Context: an optimization exercise on an open-source flow, tuned for small area and a short achievable clock period. The choices shown serve that exercise and are no tape-out recipe.
Where RTL was checked, it was by simulation tests only, not by an equivalence proof against the original.
Function not checked in runs 1 and 2: the RTL went through the layout flow alone.
Power and IR drop assume default switching activity.

==> flow/run.sh <==
#!/bin/bash
# synth_recipe.tcl (not shown) runs the flow's synth.tcl, then flattens the netlist and writes it again
# the make line also repeats each setting of config.mk as NAME=value (left out here)
make -C /OpenROAD-flow-scripts/flow DESIGN_CONFIG=/design/flow/config.mk WORK_HOME=/design/flow/orfs CLKGATE_MAP_FILE= SYNTH_SCRIPT=/design/flow/synth_recipe.tcl finish
==> flow/config.mk <==
export PLATFORM = sky130hd
export DESIGN_NAME = MIPS
export DESIGN_NICKNAME = MIPS
export VERILOG_FILES = /design/flow/design.v
export SDC_FILE = /design/flow/constraint.sdc
export NUM_CORES = 8
export LEC_CHECK = 0
export CAP_MARGIN = 20
export CORE_MARGIN = 2
export CORE_UTILIZATION = 40
export SLEW_MARGIN = 20
==> flow/constraint.sdc <==
create_clock -name core_clock -period 12.0 [get_ports {cclk}]
set_input_delay 2.4000 -clock core_clock [delete_from_list [all_inputs] [get_ports {cclk}]]
set_output_delay 2.4000 -clock core_clock [all_outputs]
set_load 0.01 [all_outputs]
==> flow/design.v <==
module MIPS(
	input cclk,
	input reset,
	input [31:0] imem_data,
	output [31:0] imem_addr,
	output [31:0] result
    );
	reg  [31:0] pc;
	reg  [31:0] ifid_pc4;           
	reg  [31:0] ifid_inst;          
	reg  [31:0] preA, preB;         
	reg         fa_ex, fa_mem;      
	reg         fb_ex, fb_mem;      
	reg  [31:0] res_q;              
	reg  [31:0] ex_alu;             
	reg  [31:0] ex_sdata;           
	reg  [4:0]  ex_dst;             
	reg  [4:0]  ex_rt;              
	reg         ex_rw, ex_m2r, ex_mr, ex_mw, ex_jal, ex_bub;
	reg  [31:0] mem_wd;             
	reg  [4:0]  mem_dst;            
	reg         mem_rw;             
	reg         wb_rw;              
	reg  [31:0] rf   [0:31];
	reg  [31:0] rf_v;
	reg  [31:0] dm   [0:31];
	reg  [31:0] dm_v;
	wire [5:0]  op  = ifid_inst[31:26];
	wire [4:0]  rs  = ifid_inst[25:21];
	wire [4:0]  rt  = ifid_inst[20:16];
	wire [4:0]  rd  = ifid_inst[15:11];
	wire [15:0] imm = ifid_inst[15:0];
	wire [31:0] sext = {{16{imm[15]}}, imm};
	wire is_R   = (op == 6'b000000);
	wire is_lw  = (op == 6'b100011);
	wire is_sw  = (op == 6'b101011);
	wire is_beq = (op == 6'b000100);
	wire is_jal = (op == 6'b000011);
	wire is_jr  = (op == 6'b001100);
	wire if_flush = is_beq | is_jal;
	wire loaduse  = ex_mr & ((rs == ex_rt) | (rt == ex_rt));
	wire hz       = loaduse | if_flush;
	wire [31:0] opA  = fa_ex ? ex_alu : fa_mem ? mem_wd : preA;
	wire [31:0] opBt = fb_ex ? ex_alu : fb_mem ? mem_wd : preB;
	wire        alusrc = is_lw | is_sw;
	wire [31:0] opB  = alusrc ? sext : opBt;
	wire [3:0] fn = imm[3:0];
	wire f_add = (fn == 4'b0000);
	wire f_sub = (fn == 4'b0010);
	wire f_or  = (fn == 4'b0101);
	wire f_slt = (fn == 4'b1010);
	wire do_sub   = is_R & (f_sub | f_slt);
	wire sel_sum  = ~is_R | f_add | f_sub;
	wire sel_slt  = is_R & f_slt;
	wire sel_or   = is_R & f_or;
	wire sel_and  = is_R & ~(f_add | f_sub | f_or | f_slt);
	wire [31:0] bx   = opB ^ {32{do_sub}};
	wire [33:0] s2   = {1'b0, opA, 1'b1} + {1'b0, bx, do_sub};
	wire [31:0] sum  = s2[32:1];
	wire        cout = s2[33];
	wire [31:0] alu  = ({32{sel_sum}} & sum) |
	                   ({32{sel_slt}} & {31'd0, ~cout}) |
	                   ({32{sel_or}}  & (opA | opB)) |
	                   ({32{sel_and}} & (opA & opB));
	wire [31:0] r31    = rf_v[31] ? rf[31] : 32'd0;
	wire        same   = (preA == preB);
	wire [31:0] pc4    = pc + 32'd4;
	wire [31:0] beq_pc = ifid_pc4 + {sext[29:0], 2'b00};
	wire [31:0] jal_pc = {2'b00, ifid_pc4[31:28], ifid_inst[23:0], 2'b00};
	wire [31:0] pc_nx  = is_jal ? jal_pc :
	                     is_jr  ? r31 :
	                     (is_beq & same) ? beq_pc : pc4;
	wire        ex_rw_n  = ~hz & (is_R | is_lw | is_jr);
	wire [4:0]  ex_dst_n = (~hz & is_R) ? rd : rt;
	wire [31:0] inst_n = if_flush ? 32'd0 : loaduse ? ifid_inst : imem_data;
	wire [4:0]  rs_n   = inst_n[25:21];
	wire [4:0]  rt_n   = inst_n[20:16];
	function [31:0] rf_init(input [4:0] a);
		case (a)
			5'd2: rf_init = 32'd8;
			5'd4: rf_init = 32'd9;
			5'd5: rf_init = 32'd8;
			5'd6: rf_init = 32'd7;
			5'd7: rf_init = 32'd6;
			default: rf_init = 32'd0;
		endcase
	endfunction
	wire [31:0] rdA = rf_v[rs_n] ? rf[rs_n] : rf_init(rs_n);
	wire [31:0] rdB = rf_v[rt_n] ? rf[rt_n] : rf_init(rt_n);
	wire [31:0] preA_n = (wb_rw & (mem_dst == rs_n)) ? mem_wd : rdA;
	wire [31:0] preB_n = (wb_rw & (mem_dst == rt_n)) ? mem_wd : rdB;
	wire [4:0]  mdst_n   = ex_jal ? 5'd31 : ex_dst;
	wire        fa_ex_n  = ex_rw_n & (ex_dst_n != 5'd0) & (ex_dst_n == rs_n);
	wire        fb_ex_n  = ex_rw_n & (ex_dst_n != 5'd0) & (ex_dst_n == rt_n);
	wire        fa_mem_n = ~fa_ex_n & ex_rw & (mdst_n != 5'd0) & (mdst_n == rs_n);
	wire        fb_mem_n = ~fb_ex_n & ex_rw & (mdst_n != 5'd0) & (mdst_n == rt_n);
	always @(posedge cclk or posedge reset) begin
		if (reset) pc <= 32'd0;
		else pc <= pc_nx;
	end
	always @(posedge cclk or posedge reset) begin
		if (reset) begin
			ifid_inst <= 32'd0;
			preA   <= 32'd0;
			preB   <= 32'd0;
			fa_ex  <= 1'b0;
			fa_mem <= 1'b0;
			fb_ex  <= 1'b0;
			fb_mem <= 1'b0;
		end else begin
			ifid_inst <= inst_n;
			preA   <= preA_n;
			preB   <= preB_n;
			fa_ex  <= fa_ex_n;
			fa_mem <= fa_mem_n;
			fb_ex  <= fb_ex_n;
			fb_mem <= fb_mem_n;
		end
	end
	always @(posedge cclk) begin
		if (!hz) ifid_pc4 <= pc4;
	end
	always @(posedge cclk or posedge reset) begin
		if (reset) begin
			res_q  <= 32'd0;
			ex_rw  <= 1'b0;
			ex_m2r <= 1'b0;
			ex_mr  <= 1'b0;
			ex_mw  <= 1'b0;
			ex_jal <= 1'b0;
		end else begin
			res_q  <= hz ? 32'd0 : alu;
			ex_rw  <= ex_rw_n;
			ex_m2r <= ~hz & (is_lw | is_jr);
			ex_mr  <= ~hz & is_lw;
			ex_mw  <= ~hz & is_sw;
			ex_jal <= is_jal;
		end
	end
	always @(posedge cclk) begin
		ex_alu   <= alu;
		ex_bub   <= hz;
		ex_sdata <= is_jal ? ifid_pc4 : opBt;
		ex_dst   <= ex_dst_n;
		ex_rt    <= rt;
	end
	wire [4:0]  maddr = ex_alu[4:0];
	wire [31:0] mrd   = dm_v[maddr] ? dm[maddr] : ((maddr == 5'd12) ? 32'd30 : 32'd0);
	always @(posedge cclk or posedge reset) begin
		if (reset) dm_v <= 32'd0;
		else if (ex_mw) dm_v[maddr] <= 1'b1;
	end
	always @(posedge cclk) begin
		if (ex_mw) dm[maddr] <= ex_sdata;
	end
	always @(posedge cclk) begin
		mem_wd  <= ex_jal ? ex_sdata : ex_m2r ? mrd : ex_bub ? 32'd0 : ex_alu;
		mem_dst <= mdst_n;
	end
	always @(posedge cclk or posedge reset) begin
		if (reset) begin
			mem_rw <= 1'b0;
			wb_rw  <= 1'b0;
		end else begin
			mem_rw <= ex_rw;
			wb_rw  <= mem_rw;
		end
	end
	always @(posedge cclk or posedge reset) begin
		if (reset) rf_v <= 32'd0;
		else if (wb_rw) rf_v[mem_dst] <= 1'b1;
	end
	always @(posedge cclk) begin
		if (wb_rw) rf[mem_dst] <= mem_wd;
	end
	assign imem_addr = pc;
	assign result    = res_q;
endmodule
==> run summary, run 1 <==
average size of a mapped cell=13.4 sq um; FF+latch count, synth=2427; sequential fraction of the synthesis area=0.655; ys flop type=edfxtp_1; leakage=41.1 nW; via count=77894; CP Data Arrival Time=7350 ps; Post-Layout Cell Count=11829; Post-CTS Hold Buffers=0; Worst setup EP type=flip-flop; most common cell after layout, fill and taps aside=edfxtp_1; PD cells=185 nW/um^2; I/O pin cnt=98; wire length per cell=34.2 um; skew final=103 ps; worst vdd ir=0.145 mV; TritonCTS clock tree=yes; Chip Width=523 um; htree depth=4; worst skew pair latency=940 ps; largest net degree at the start of global routing=161; Via-to-Cell Ratio=6.59; worst hold path startpoint=mem_rw; max-slew violations=0; RSZ-0062 raised after global routing=no; clock slew seen by the registers of the worst setup and hold paths=70 ps; Worst-Margin Slew=1300 ps; CTS Buf Count=246; placed insts=11369; synthesized area=108000 sq um; post-synthesis cell count=8070; Num Clock Sinks=2427; Post-synth EDFFs=2080; Worst Path Required=12710 ps; Finished Cell Area=122000 sq um; DRT iter0 DRCs=13609; full die area=274000 sq um; Core Region=268000 sq um; Hold Vio Cnt, Final=0; Peak Freq=151 MHz; final net count=8171; internal reg-to-reg setup slack=5360 ps; post-detail-place hpwl=230000 um; max-cap viol count=0; PortBufs=97; FF-to-FF Start=ifid_inst[21]; Async SR Flop Fraction=0.0968; share of cells above drive strength 1=0.132; count of cell types in the netlist=98; number of antenna violations at the first check in global routing=23; Synth Net Count=8176; Hold Path Depth=0; maximum fanout along the worst path=37; crit share post-route=0.553; Worst Reg-to-Reg Cells=14; postcts setup bufs=0; gr usage total=0.287; drt total wl=405000 um; Root Buffer=clkbuf_16; dpl cell area=113000 sq um; Die Y=523 um; min-delay worst type=flip-flop to flip-flop; # setup viols final=0; WHS Endpoint=wb_rw; Synth Warn #=1; Initial Util=0.402; first-pass GRT wire length=560000 um; post-CTS sizing=0; outcome=finished clean; First-pass DRT Iterations=10; Setup TNS=0 ps; reg2reg end=preA[8]; min Tclk post-route=6640 ps; CP Class=flip-flop to flip-flop; Max clock buf depth=4; Util after Layout=0.454; DRC errors left=0; Layout fillers=23259; GPL Wtd Cong=0.943; DRT antenna net count=0; Layout area overhead=12.9%; grt ovf=0; Relative slew margins=0.133; Total Power=22.5 mW; vias in the first global route=73286; Worst setup SP type=flip-flop; most frequent cells in the layout=edfxtp_1 (2080), nand2_1 (1388), nand3_1 (319); row count=190
critical path: stages, from the launching register on:
cell      delay [ps]
dfrtp_1          520
xor2_1           220
nor4_2           440
a32o_2           230
buf_4            530
mux2i_1          250
or2_4            130
buf_4            560
clkinv_2         720
buf_4            550
o221ai_1         150
o211ai_1         160
a22oi_2          580
or2_1            960
o21ai_0          280
synthesized netlist by cell type (all sizes together) (31+ instances only):
cell type  instances  share of area
nand4             73         0.0042
dfrtp            235          0.055
a221oi            49         0.0040
clkbuf           321          0.011
xnor2            105         0.0085
a31oi            281          0.016
ha                71         0.0082
a22oi            187          0.013
a211oi            40         0.0028
edfxtp          2080           0.58
a32oi             45         0.0037
and2              46         0.0027
o221ai           214          0.017
nand3            321          0.015
nor2             282         0.0098
nand2           1391          0.048
a21o              41         0.0029
o21ai            266          0.012
buf              266          0.012
inv               63         0.0023
dfxtp            112          0.021
nor3             140         0.0065
o21bai            66         0.0046
o22ai             40         0.0024
and3              67         0.0039
mux2i            267          0.025
a21oi            250          0.012
xor2              73         0.0059
mux4             286          0.060
a22o              31         0.0025
per-layer routing:
metal,share of wire,vias up,global-route usage
met3,0.14,1183,0.0921
met1,0.37,39319,0.383
met4,0.054,16,0.136
met2,0.43,6089,0.424
met5,0.00025,-,0
li1,-,31287,-
per-stage QoR:
stage,hold WS [ps],setup slack (ps)
CTS,360,5740
global placement,337,4450
floorplan,331,3150
finish,363,5360
detailed placement,336,4950
global route,372,5470
registers in the layout, summed over array words and instances, names as in the netlist, 32 cells and up:
register   count
dm          1024
dm_v          32
ex_alu        32
ex_sdata      32
ifid_inst     32
ifid_pc4      32
mem_wd        32
pc            32
preA          32
preB          32
res_q         32
rf          1024
rf_v          32
power breakdown:
| part | internal (mW) | switching (mW) |
|---|---|---|
| clock | 4.60 | 3.34 |
| combinational | 1.42 | 2.79 |
| sequential | 9.87 | 0.488 |
| total | 15.9 | 6.62 |
final cells by class:
cell class / count / area, sq um / share of cell area
Clock inverter: 138 / 1480 / 0.0122
Multi-Input combinational cell: 4990 / 35200 / 0.289
Inverter: 66 / 293 / 0.00241
Clock buffer: 309 / 6780 / 0.0557
Antenna cell: 13 / 32.5 / 0.000267
Timing Repair Buffer: 334 / 2830 / 0.0233
Tap cell: 3552 / 4440 / 0.0365
Sequential cell: 2427 / 70600 / 0.580
worst max path at each step:
stage / to / depth (start not counted) / startpoint / slack, ps
final: preA[8] / 14 / ifid_inst[21] / 5360
after global routing: res_q[24] / 13 / ifid_inst[29] / 5470
after CTS: preA[8] / 14 / ifid_inst[21] / 5740
after detailed placement: preB[24] / 11 / imem_data[17] / 4950
after global placement: preB[29] / 10 / imem_data[17] / 4450
after floorplan: dm_v[0] / 1 / reset / 3150
cell families after synthesis:
family | count (synthesis) | share of synthesized area
buffers and inverters | 653 | 0.0261
AND/OR/NAND/NOR | 2463 | 0.0999
flip-flops | 2427 | 0.655
AO/OA/AOI/OAI | 1702 | 0.109
XOR/XNOR | 178 | 0.0145
adder cells (fa/ha/maj) | 72 | 0.00843
multiplexers | 575 | 0.0870
==> run 2: changes to the inputs <==
--- a/flow/config.mk
+++ b/flow/config.mk
@@ -10,2 +10,3 @@
 export CORE_UTILIZATION = 40
+export SETUP_SLACK_MARGIN = 5
 export SLEW_MARGIN = 20
==> run 2 against run 1 <==
Compared with the run above: still clean on timing, DRC and antenna; power about the same; design area about the same; synthesized cell count unchanged; sequential share of layout area about the same; via count up 0.23%; critical path depth unchanged; critical endpoint is now preA[7]; largest power group unchanged.
==> run summary, run 2 <==
outcome=finished clean; DRT antenna net count=0; largest registers=dm: 1024 flops, rf: 1024 flops; full die area=274000 sq um; Worst setup SP type=flip-flop; part of the power in registers=0.458; gr usage total=0.291; Num Clock Sinks=2427; adder-cell share of the synthesized area=0.00843; leakage=41.1 nW; max-cap viol count=0; drt total wl=409000 um; Via-to-Cell Ratio=6.60; internal reg-to-reg setup slack=5130 ps; Post-synth EDFFs=2080; Synth area leader=edfxtp_1; Synth Net Count=8176; Core Region=268000 sq um; WHS Endpoint=wb_rw; min-delay worst type=flip-flop to flip-flop; post-synthesis cell count=8070; Clk pwr share=0.351; I/O pin cnt=98; PD cells=185 nW/um^2; count of cell types in the netlist=98; post-detail-place hpwl=236000 um; via count=78074; main combinational cell family by area after synthesis=compound AO/OA/AOI/OAI gates; share of cells above drive strength 1=0.133; Synth Warn #=1; Worst Path Required=12700 ps; Root Buffer=clkbuf_16; Peak Freq=146 MHz; synthesized area=108000 sq um; TritonCTS clock tree=yes; most common cell after layout, fill and taps aside=edfxtp_1; CP Data Arrival Time=7570 ps; PortBufs=97; Total Power=22.5 mW; worst skew pair latency=950 ps; Post-CTS Hold Buffers=0; crit-path cells=xor2_1, nor4_2, a32o_2, buf_4, mux2i_1, or2_4, clkinv_2, buf_4, buf_4, o221ai_1, o211ai_1, a22oi_2, or2_1, o21ai_0; Layout fillers=23303; DRC errors left=0; Hold Vio Cnt, Final=0; top-count cell post-synth=edfxtp_1; Pint=15.8 mW; Die Y=523 um; min Tclk post-route=6870 ps; postcts setup bufs=0; placed insts=11377; crit share post-route=0.573; maximum fanout along the worst path=46; simple-gate share of the synthesized area=0.0999; Layout area overhead=12.9%; CP max-delay cell=or2_1; clock slew seen by the registers of the worst setup and hold paths=70 ps; final net count=8182; CP Class=flip-flop to flip-flop; Setup TNS=0 ps; vias in the first global route=74394; skew final=110 ps; GPL Wtd Cong=0.954; FF+latch count, synth=2427; Chip Width=523 um; Worst setup EP type=flip-flop; Sequential Area=70600 sq um; DRT iter0 DRCs=13185; CTS Buf Count=249; average size of a mapped cell=13.4 sq um; Async SR Flop Fraction=0.0968; grt ovf=0; largest net degree at the start of global routing=147; critical path's largest stage delay=990 ps; Hold Path Depth=0; Worst-Margin Slew=1320 ps; Initial Util=0.402; FF-to-FF Start=ifid_inst[21]; First-pass DRT Iterations=12; Worst Reg-to-Reg Cells=14; htree depth=4; sw frac=0.298; RSZ-0062 raised after global routing=no; number of antenna violations at the first check in global routing=21; combinational power share=0.191; XOR/XNOR Fraction of Synth Area=0.0145; worst vdd ir=0.149 mV; most used cell, CP=buf_4; post-CTS sizing=0; largest cells by area after synthesis=edfxtp_1 (58%), mux4_2 (6.0%), dfrtp_1 (5.5%); worst hold path startpoint=mem_rw; reg2reg end=preA[7]; most frequent cells in the layout=edfxtp_1 (2080), nand2_1 (1388), nand3_1 (319); commonest cells in the synthesized netlist=edfxtp_1 (2080), nand2_1 (1390), clkbuf_1 (321), nand3_1 (321), mux4_2 (286); Max clock buf depth=4; wire length per cell=34.5 um; row count=190; max-slew violations=0; Post-Layout Cell Count=11838; compound-gate portion of the synthesized area=0.109; ys flop type=edfxtp_1; Top delay family on crit path=simple AND/OR/NAND/NOR gates; Switch Pwr=6.71 mW; sequential fraction of the synthesis area=0.655; post-synth top area share=0.580; multi-input logic area=35100 sq um; WP buf/inv=4; Util after Layout=0.454; first-pass GRT wire length=566000 um; Relative slew margins=0.121; # setup viols final=0; mux contribution to synthesized area=0.0870
[run 2: cell counts after synthesis]
Identical to the previous run, type by type.
[run 2: how the worst max path moves through the flow]
stage | slack, ps | start | depth (start not counted) | end
after floorplan | 6520 | reset | 1 | dm_v[0]
after CTS | 5190 | imem_data[21] | 11 | preA[8]
after detailed placement | 4300 | imem_data[21] | 11 | preA[14]
after global placement | 4420 | imem_data[21] | 11 | preA[8]
final | 5130 | ifid_inst[21] | 14 | preA[7]
after global routing | 5190 | imem_data[21] | 11 | preA[8]
[run 2: logic make-up after synthesis]
| group | count (synthesis) |
|---|---|
| XOR/XNOR | 178 |
| AND/OR/NAND/NOR | 2463 |
| multiplexers | 575 |
| adder cells (fa/ha/maj) | 72 |
| AO/OA/AOI/OAI | 1702 |
| buffers and inverters | 653 |
| flip-flops | 2427 |
[run 2: power groups by stage]
stage	sequential [mW]	combinational [mW]	clock, mW
after global placement	10.5	4.16	0
after detailed placement	10.5	4.20	0
after floorplan	10.5	2.23	0
after global routing	10.3	4.46	8.27
after CTS	10.3	4.21	7.95
final	10.3	4.30	7.90
[run 2: cell type report]
class	instances	area share
antenna	9	0.000185
clock buffer	315	0.0559
clock inverter	137	0.0121
inverter	66	0.00238
multi-input combinational	4990	0.289
sequential	2427	0.580
tap	3552	0.0365
timing repair buffer	342	0.0237
[run 2: stage by stage]
stage               area [sq um]  setup WS (ps)  hold slack (ps)
floorplan                 108000           6520              331
global placement          113000           4420              335
detailed placement        113000           4300              346
CTS                       122000           5190              349
global route              122000           5190              355
finish                    122000           5130              352
[run 2: layer usage]
metal / track usage / wire length (um) / up-vias
met5: 0 / 111 / -
met4: 0.145 / 23500 / 16
met3: 0.0932 / 55500 / 1257
met2: 0.435 / 178000 / 5955
met1: 0.381 / 152000 / 39518
li1: - / - / 31328
[run 2: worst register-to-register path, cell delays in order (launching register included)]
cell and delay (ps):
dfrtp_1 520, xor2_1 220, nor4_2 450, a32o_2 330
buf_4 530, mux2i_1 280, or2_4 820, clkinv_2 230
buf_4 370, buf_4 500, o221ai_1 380, o211ai_1 160
a22oi_2 500, or2_1 990, o21ai_0 350
==> run 3: changes to the inputs <==
--- a/flow/design.v
+++ b/flow/design.v
@@ -13,4 +13,5 @@
 	reg         fb_ex, fb_mem;      
+	reg         d_R, d_lw, d_sw, d_beq, d_jal, d_jr;    
+	reg         lu_q;               
 	reg  [31:0] res_q;              
-	reg  [31:0] ex_alu;             
 	reg  [31:0] ex_sdata;           
@@ -18,3 +19,3 @@
 	reg  [4:0]  ex_rt;              
-	reg         ex_rw, ex_m2r, ex_mr, ex_mw, ex_jal, ex_bub;
+	reg         ex_rw, ex_m2r, ex_mr, ex_mw, ex_jal;
 	reg  [31:0] mem_wd;             
@@ -23,6 +24,6 @@
 	reg         wb_rw;              
-	reg  [31:0] rf   [0:31];
-	reg  [31:0] rf_v;
-	reg  [31:0] dm   [0:31];
-	reg  [31:0] dm_v;
+	reg  [31:0] rf_v;               
+	reg  [31:0] dm_v;               
+	wire [1023:0] rf_all;           
+	wire [1023:0] dm_all;           
 	wire [5:0]  op  = ifid_inst[31:26];
@@ -33,13 +34,13 @@
 	wire [31:0] sext = {{16{imm[15]}}, imm};
-	wire is_R   = (op == 6'b000000);
-	wire is_lw  = (op == 6'b100011);
-	wire is_sw  = (op == 6'b101011);
-	wire is_beq = (op == 6'b000100);
-	wire is_jal = (op == 6'b000011);
-	wire is_jr  = (op == 6'b001100);
+	wire is_R   = d_R;
+	wire is_lw  = d_lw;
+	wire is_sw  = d_sw;
+	wire is_beq = d_beq;
+	wire is_jal = d_jal;
+	wire is_jr  = d_jr;
 	wire if_flush = is_beq | is_jal;
-	wire loaduse  = ex_mr & ((rs == ex_rt) | (rt == ex_rt));
+	wire loaduse  = lu_q;
 	wire hz       = loaduse | if_flush;
-	wire [31:0] opA  = fa_ex ? ex_alu : fa_mem ? mem_wd : preA;
-	wire [31:0] opBt = fb_ex ? ex_alu : fb_mem ? mem_wd : preB;
+	wire [31:0] opA  = fa_ex ? res_q : fa_mem ? mem_wd : preA;
+	wire [31:0] opBt = fb_ex ? res_q : fb_mem ? mem_wd : preB;
 	wire        alusrc = is_lw | is_sw;
@@ -64,3 +65,3 @@
 	                   ({32{sel_and}} & (opA & opB));
-	wire [31:0] r31    = rf_v[31] ? rf[31] : 32'd0;
+	wire [31:0] r31    = {32{rf_v[31]}} & rf_all[32*31 +: 32];
 	wire        same   = (preA == preB);
@@ -77,2 +78,4 @@
 	wire [4:0]  rt_n   = inst_n[20:16];
+	wire [5:0]  op_n   = inst_n[31:26];
+	wire        lu_n   = ~hz & is_lw & ((rs_n == rt) | (rt_n == rt));
 	function [31:0] rf_init(input [4:0] a);
@@ -87,4 +90,16 @@
 	endfunction
-	wire [31:0] rdA = rf_v[rs_n] ? rf[rs_n] : rf_init(rs_n);
-	wire [31:0] rdB = rf_v[rt_n] ? rf[rt_n] : rf_init(rt_n);
+	function [31:0] rf_read(input [4:0] a, input [31:0] v, input [1023:0] w);
+		reg [31:0] dec, r;
+		integer i;
+		begin
+			dec = 32'd1 << a;
+			r = 32'd0;
+			for (i = 0; i < 32; i = i + 1)
+				r = r | ({32{dec[i] & v[i]}} & w[32*i +: 32]) |
+				        ({32{dec[i] & ~v[i]}} & rf_init(i[4:0]));
+			rf_read = r;
+		end
+	endfunction
+	wire [31:0] rdA = rf_read(rs_n, rf_v, rf_all);
+	wire [31:0] rdB = rf_read(rt_n, rf_v, rf_all);
 	wire [31:0] preA_n = (wb_rw & (mem_dst == rs_n)) ? mem_wd : rdA;
@@ -103,2 +118,9 @@
 			ifid_inst <= 32'd0;
+			d_R    <= 1'b1;
+			d_lw   <= 1'b0;
+			d_sw   <= 1'b0;
+			d_beq  <= 1'b0;
+			d_jal  <= 1'b0;
+			d_jr   <= 1'b0;
+			lu_q   <= 1'b0;
 			preA   <= 32'd0;
@@ -111,2 +133,9 @@
 			ifid_inst <= inst_n;
+			d_R    <= (op_n == 6'b000000);
+			d_lw   <= (op_n == 6'b100011);
+			d_sw   <= (op_n == 6'b101011);
+			d_beq  <= (op_n == 6'b000100);
+			d_jal  <= (op_n == 6'b000011);
+			d_jr   <= (op_n == 6'b001100);
+			lu_q   <= lu_n;
 			preA   <= preA_n;
@@ -140,4 +169,2 @@
 	always @(posedge cclk) begin
-		ex_alu   <= alu;
-		ex_bub   <= hz;
 		ex_sdata <= is_jal ? ifid_pc4 : opBt;
@@ -146,4 +173,16 @@
 	end
-	wire [4:0]  maddr = ex_alu[4:0];
-	wire [31:0] mrd   = dm_v[maddr] ? dm[maddr] : ((maddr == 5'd12) ? 32'd30 : 32'd0);
+	wire [4:0]  maddr = res_q[4:0];
+	function [31:0] dm_read(input [4:0] a, input [31:0] v, input [1023:0] w);
+		reg [31:0] dec, r;
+		integer i;
+		begin
+			dec = 32'd1 << a;
+			r = 32'd0;
+			for (i = 0; i < 32; i = i + 1)
+				r = r | ({32{dec[i] & v[i]}} & w[32*i +: 32]) |
+				        ({32{dec[i] & ~v[i]}} & ((i == 12) ? 32'd30 : 32'd0));
+			dm_read = r;
+		end
+	endfunction
+	wire [31:0] mrd   = dm_read(maddr, dm_v, dm_all);
 	always @(posedge cclk or posedge reset) begin
@@ -152,7 +191,14 @@
 	end
+	genvar g;
+	generate
+		for (g = 0; g < 32; g = g + 1) begin : DM
+			reg [31:0] w;
+			always @(posedge cclk) begin
+				if (ex_mw && maddr == g) w <= ex_sdata;
+			end
+			assign dm_all[32*g +: 32] = w;
+		end
+	endgenerate
 	always @(posedge cclk) begin
-		if (ex_mw) dm[maddr] <= ex_sdata;
-	end
-	always @(posedge cclk) begin
-		mem_wd  <= ex_jal ? ex_sdata : ex_m2r ? mrd : ex_bub ? 32'd0 : ex_alu;
+		mem_wd  <= ex_jal ? ex_sdata : ex_m2r ? mrd : res_q;
 		mem_dst <= mdst_n;
@@ -172,5 +218,11 @@
 	end
-	always @(posedge cclk) begin
-		if (wb_rw) rf[mem_dst] <= mem_wd;
-	end
+	generate
+		for (g = 0; g < 32; g = g + 1) begin : RF
+			reg [31:0] w;
+			always @(posedge cclk) begin
+				if (wb_rw && mem_dst == g) w <= mem_wd;
+			end
+			assign rf_all[32*g +: 32] = w;
+		end
+	endgenerate
 	assign imem_addr = pc;
--- a/flow/config.mk
+++ b/flow/config.mk
@@ -10,3 +10,2 @@
 export CORE_UTILIZATION = 40
-export SETUP_SLACK_MARGIN = 5
 export SLEW_MARGIN = 20
==> run 3 against run 2 <==
Compared with the run above: synthesized cell count shrank 16%; first-iteration DRC count increased by 14%; via count decreased by 4.0%; critical endpoint is now preA[0]; flip-flop and latch count is 32 lower; clock skew down 37 ps; largest cell class unchanged; critical path depth decreased by 2; critical path type is now primary input to flip-flop; sequential power is essentially flat; routed wire length increased by 8.2%; utilization increased by 0.17 points; clock-buffer cell count up 6; global-route usage rose by 5.1 points.
==> run summary, run 3 <==
Post-CTS Hold Buffers=0; Via-to-Cell Ratio=7.27; gr usage total=0.342; RSZ-0062 raised after global routing=no; Root Buffer=clkbuf_16; Worst setup SP type=primary input; post-detail-place hpwl=239000 um; Relative slew margins=0.178; ys flop type=edfxtp_1; Core Region=246000 sq um; skew final=73.2 ps; post-synth top area share=0.631; min Tclk post-route=5700 ps; clock slew seen by the registers of the worst setup and hold paths=60 ps; wire length per cell=42.9 um; first-pass GRT wire length=591000 um; Synth area leader=edfxtp_1; Worst setup EP type=flip-flop; synthesized area=98900 sq um; commonest cells in the synthesized netlist=edfxtp_1 (2080), a22oi_1 (825), clkbuf_1 (333), nor2_1 (321), a221oi_1 (303); Initial Util=0.402; Setup WS post-layout=6300 ps; vias in the first global route=69270; post-synthesis cell count=6806; Max clock buf depth=3; CP max-delay cell=and3_2; postcts setup bufs=0; DRC errors left=0; Die Y=501 um; worst vdd ir=0.149 mV; DRT antenna net count=0; TritonCTS clock tree=yes; Async SR Flop Fraction=0.101; crit-path cells=clkdlybuf4s50_1, mux2_2, nand2_2, clkinv_1, nor3_1, and3_2, buf_4, a22o_1, a221oi_1, nand3_1, nor3_1, a31oi_1; Setup TNS=0 ps; min-delay worst type=flip-flop to flip-flop; Hold Vio Cnt, Final=0; critical path's largest stage delay=840 ps; share of cells above drive strength 1=0.121; First-pass DRT Iterations=13; leakage=37.2 nW; Synth Warn #=1; largest registers=DM.w: 1024 flops, RF.w: 1024 flops; CP Class=primary input to flip-flop; Worst-Margin Slew=1230 ps; hold slack=358 ps; number of antenna violations at the first check in global routing=37; via count=74942; most used cell, CP=nor3_1; grt ovf=0; largest cells by area after synthesis=edfxtp_1 (63%), a22oi_1 (6.3%), dfrtp_1 (6.1%); drt total wl=442000 um; max-slew violations=0; Total Power=19.3 mW; maximum fanout along the worst path=22; worst slack at placement=5790 ps; CP Data Arrival Time=6510 ps; Layout fillers=21256; outcome=finished clean; Synth Net Count=6919; count of cell types in the netlist=96; DRT iter0 DRCs=15001; most common cell after layout, fill and taps aside=edfxtp_1; Num Clock Sinks=2395; PortBufs=97; FF+latch count, synth=2395; Util after Layout=0.456; htree depth=4; post-CTS sizing=0; Chip Width=501 um; # setup viols final=0; Post-synth EDFFs=2080; final net count=6959; largest net degree at the start of global routing=134; crit share post-route=0.475; Layout area overhead=13.3%; Worst Path Required=12810 ps; full die area=251000 sq um; CTS Buf Count=233; worst skew pair latency=910 ps; max-cap viol count=0; most frequent cells in the layout=edfxtp_1 (2080), a22oi_1 (825), a221oi_1 (303); PD cells=172 nW/um^2; row count=182; I/O pin cnt=98; average size of a mapped cell=14.5 sq um; GPL Wtd Cong=0.967; Peak Freq=175 MHz; sequential fraction of the synthesis area=0.707; top-count cell post-synth=edfxtp_1
-- run 3: cell count changes after synthesis, sizes merged, moves of 85 or more --
cell    before  now
nand2     1391  273
a221oi      49  304
o221ai     214    0
nand4       73  257
a22oi      187  825
mux4       286    0
a31oi      281   51
nor3       140   44
buf        266  181
nand3      321  144
a22o        31  252
mux2i      267  107
-- run 3: logic make-up after synthesis --
group,Yosys count,synth area share
flip-flops,2395,0.707
buffers and inverters,591,0.0253
multiplexers,123,0.0126
AO/OA/AOI/OAI,2139,0.163
XOR/XNOR,183,0.0162
AND/OR/NAND/NOR,1296,0.0659
adder cells (fa/ha/maj),79,0.0101
-- run 3: worst max-delay path, delay by kind of cell --
family	cells	cell delay, ps
multiplexers	1	310
AO/OA/AOI/OAI	3	500
AND/OR/NAND/NOR	5	1810
buffers and inverters	3	1450
-- run 3: worst paths after layout --
| kind | start | end | slack, ps | depth (start not counted) |
|---|---|---|---|---|
| min | mem_rw | wb_rw | 360 | 0 |
| min in group asynchronous | reset | res_q[26] | 2310 | 2 |
| min reg2reg | mem_rw | wb_rw | 360 | 0 |
| max | imem_data[22] | preA[0] | 6300 | 12 |
| max reg2reg | fb_mem | res_q[31] | 6960 | 17 |
| max in group asynchronous | reset | d_jal | 7990 | 3 |
-- run 3: area by class of cell --
cell class / instances / area [sq um] / area share
flip-flops and latches: 2395 / 70000 / 0.625
multi-input cells: 3820 / 27100 / 0.242
clock buffers: 321 / 6500 / 0.0579
well taps: 3220 / 4030 / 0.0359
repair buffers: 323 / 2680 / 0.0239
clock inverters: 122 / 1380 / 0.0123
inverters: 73 / 282 / 0.00251
diodes: 30 / 75.1 / 0.000670
-- run 3: power breakdown --
group          internal [mW]  switching, mW  total, mW  leakage, nW
sequential              9.48          0.476       9.96         22.8
combinational          0.605           1.13       1.73         10.6
clock                   4.27           3.29       7.56         3.80
total                   14.4           4.89       19.3         37.2
-- run 3: routing by layer --
layer / GRT usage / part of all wire
met4: 0.178 / 0.066
met3: 0.150 / 0.17
met5: 0.00695 / 0.0012
met2: 0.480 / 0.41
met1: 0.445 / 0.36
-- run 3: through the flow --
stage | area (sq um) | std cells
detailed placement | 104000 | 9831
CTS | 112000 | 10274
finish | 112000 | 10304
floorplan | 98900 | 6806
global placement | 104000 | 9831
global route | 112000 | 10287

[what the ideal ports hide]
In the flow no input, the clock included, has a driving cell. The finished layouts below were timed again as built, in two steps.
Step 1 sets driving cells, clkbuf_16 on the clock port and buf_2 on the other inputs (assumed; they add their load-dependent delay and slew).
Step 2 moves the port delays by t, midway between the first and last clock arrival at a register: inputs arrive t later, outputs are due t later. That takes back most of the time a late clock gives input paths.
Three values: ideal, step 1, step 2; two values: the first two.
run | t (ns) | slack for setup (ns) | hold slack, ns
run 1 | 0.981 | 5.358 / 5.358 / 4.572 | 0.363 / 0.363 / 0.363
run 2 | 1.008 | 5.129 / 5.129 / 4.183 | 0.352 / 0.352 / 0.352
run 3 | 0.984 | 6.299 / 6.366 / 5.382 | 0.358 / 0.358 / 0.358
After both steps setup and hold are still met in every run listed. The setup slack of run 2, which loses most, moves by 0.000 ns with the drivers and by -0.946 ns with both steps.
